Source: an optimization exercise on an open RTL-to-GDS flow (aim: small area and a short achievable clock period). Production flows keep margins and buffers that such runs may drop.
Only simulation tests tie the RTL to the original design; equivalence was not proved.

Setup of violet:
Design fir_bandstop, start of the top module:
module fir_bandstop ( clk, in, out );
input  wire clk;
input  wire [15:0]in;
output wire [57:0]out;
wire [33:0] y;
wire ys;
wire [23:0] sg;
fir fir_bs_inst(
	.clk(clk),
	.in(in),
	.y(y),
	.ys(ys)
	);
genvar i;
generate
	for (i=0; i<24; i=i+1) begin: sign
		fir_sreg r ( .clk(clk), .d(ys), .q(sg[i]) );
	end
endgenerate
assign out = {sg, y};
endmodule
==> flow/config.mk <==
export PLATFORM = sky130hd
export DESIGN_NAME = fir_bandstop
export DESIGN_NICKNAME = fir_bandstop
export VERILOG_FILES = /design/flow/design.v
export SDC_FILE = /design/flow/constraint.sdc
export NUM_CORES = 4
export LEC_CHECK = 0
export CAP_MARGIN = 20
export CORE_MARGIN = 2
export CORE_UTILIZATION = 50
export CTS_CLUSTER_DIAMETER = 60
export CTS_CLUSTER_SIZE = 30
export SLEW_MARGIN = 20
export SYNTH_HIERARCHICAL = 1
export SYNTH_MINIMUM_KEEP_SIZE = 0
==> flow/constraint.sdc <==
create_clock -name core_clock -period 12.0 [get_ports {clk}]
set_input_delay 2.4000 -clock core_clock [delete_from_list [all_inputs] [get_ports {clk}]]
set_output_delay 2.4000 -clock core_clock [all_outputs]
set_load 0.01 [all_outputs]
standard.sh (not shown) runs the stock make flow with config.mk's settings and CLKGATE_MAP_FILE= SYNTH_SCRIPT=/design/flow/synth_recipe.tcl, a recipe that flattens the netlist after the stock synthesis.
==> flow/flow/run.sh <==
#!/bin/bash
set -euo pipefail
export BUFFER_PORTS_ARGS="-buffer_cell sky130_fd_sc_hd__buf_2"
export SETUP_SLACK_MARGIN=8.45
export CTS_ARGS="-sink_clustering_enable -repair_clock_nets -sink_clustering_size 20 -sink_clustering_max_diameter 50 -root_buf sky130_fd_sc_hd__clkbuf_16 -sink_clustering_buffer sky130_fd_sc_hd__clkbuf_8 -dont_use_dummy_load"
bash standard.sh > standard.log 2>&1
Setup changes, violet to cedar
==> flow/flow/run.sh <==
#!/bin/bash
set -euo pipefail
export BUFFER_PORTS_ARGS="-buffer_cell sky130_fd_sc_hd__buf_2"
export SETUP_SLACK_MARGIN=8.45
export CTS_ARGS="-sink_clustering_enable -repair_clock_nets -sink_clustering_size 12 -sink_clustering_max_diameter 40 -root_buf sky130_fd_sc_hd__clkbuf_16 -sink_clustering_buffer sky130_fd_sc_hd__clkbuf_4 -dont_use_dummy_load"
bash standard.sh > standard.log 2>&1
Findings:
Higher period utilization was reported by cedar, not violet.
cedar vs. violet: H-tree depth now larger; multi-input gate area in the final layout comparable.
violet → cedar: worst relative slew slack rose by 9.0 points, global-route usage roughly the same, setup slack decreased 56 ps.
Modified inputs, raven compared to cedar
==> flow/flow/run.sh <==
#!/bin/bash
set -euo pipefail
export BUFFER_PORTS_ARGS="-buffer_cell sky130_fd_sc_hd__buf_2"
export SETUP_SLACK_MARGIN=8.6
export CTS_ARGS="-sink_clustering_enable -repair_clock_nets -sink_clustering_size 20 -sink_clustering_max_diameter 50 -root_buf sky130_fd_sc_hd__clkbuf_16 -sink_clustering_buffer sky130_fd_sc_hd__clkbuf_8 -dont_use_dummy_load"
bash standard.sh > standard.log 2>&1   # ORFS's own logs stay under orfs/logs/
[summary]
Timing, DRC, antenna: 0 failures across raven and cedar. raven -> cedar: area after synthesis delta 0, exact match. Going from cedar to raven, the post-placement setup slack was found to have gone down by 20 ps. Sequential share of layout area: cedar vs raven — no meaningful difference. Diff cedar -> raven: longest individual stage delay on the worst path flat; hold slack flat; layout-stage area growth over the synthesis result up 1.6 points. Total number of sequential cells: raven vs cedar identical. The total of cells resized after clock tree synthesis number comes out lower for cedar vs raven.
Relative to raven, the following input files were edited for fjord:
Settings: changing CTS_CLUSTER_DIAMETER from 60 to 45; changing CTS_CLUSTER_SIZE from 30 to 40.
==> flow/flow/run.sh <==
#!/bin/bash
set -euo pipefail
export BUFFER_PORTS_ARGS="-buffer_cell sky130_fd_sc_hd__buf_2"
export SETUP_SLACK_MARGIN=8.45
bash standard.sh > standard.log 2>&1
Findings:
Minimum clock period after layout for fjord is higher than for raven.
fjord went all the way through synthesis, placement and routing and the layout is clean on timing, DRC and antenna.
fjord -> raven: multiplexer area fraction after synthesis flat
As of fjord, average wire length per cell after detail routing had fallen by a few percent compared to raven.
Of the two values seen for critical path capture point, out[50] was produced by raven and out[54] by fjord.

## what the ideal ports hide
The flow's constraints put no driver on any port. The routed layouts listed below were extracted and timed again, unchanged, in two steps. Step 1: set_driving_cell puts a clkbuf_16 on clk and a buf_2 on each other input, an assumption about the parent block. Step 2 also shifts input and output timing later by t, the mid clock arrival at the registers, as if the neighbouring blocks saw the same clock. Slacks: no drivers / after step 1 / after step 2; pairs: no drivers / after step 1.
| run | t, ns | setup WS [ns] | clock arrival spread, ns |
|---|---|---|---|
| violet | 0.718 | 8.471 / 8.398 / 8.471 | 0.084 / 0.084 |
| cedar | 0.769 | 8.415 / 8.337 / 8.415 | 0.094 / 0.094 |
| raven | 0.722 | 8.478 / 8.396 / 8.599 | 0.084 / 0.084 |
| fjord | 0.782 | 8.439 / 8.361 / 8.446 | 0.041 / 0.041 |
After both steps setup and hold are still met in every run listed.
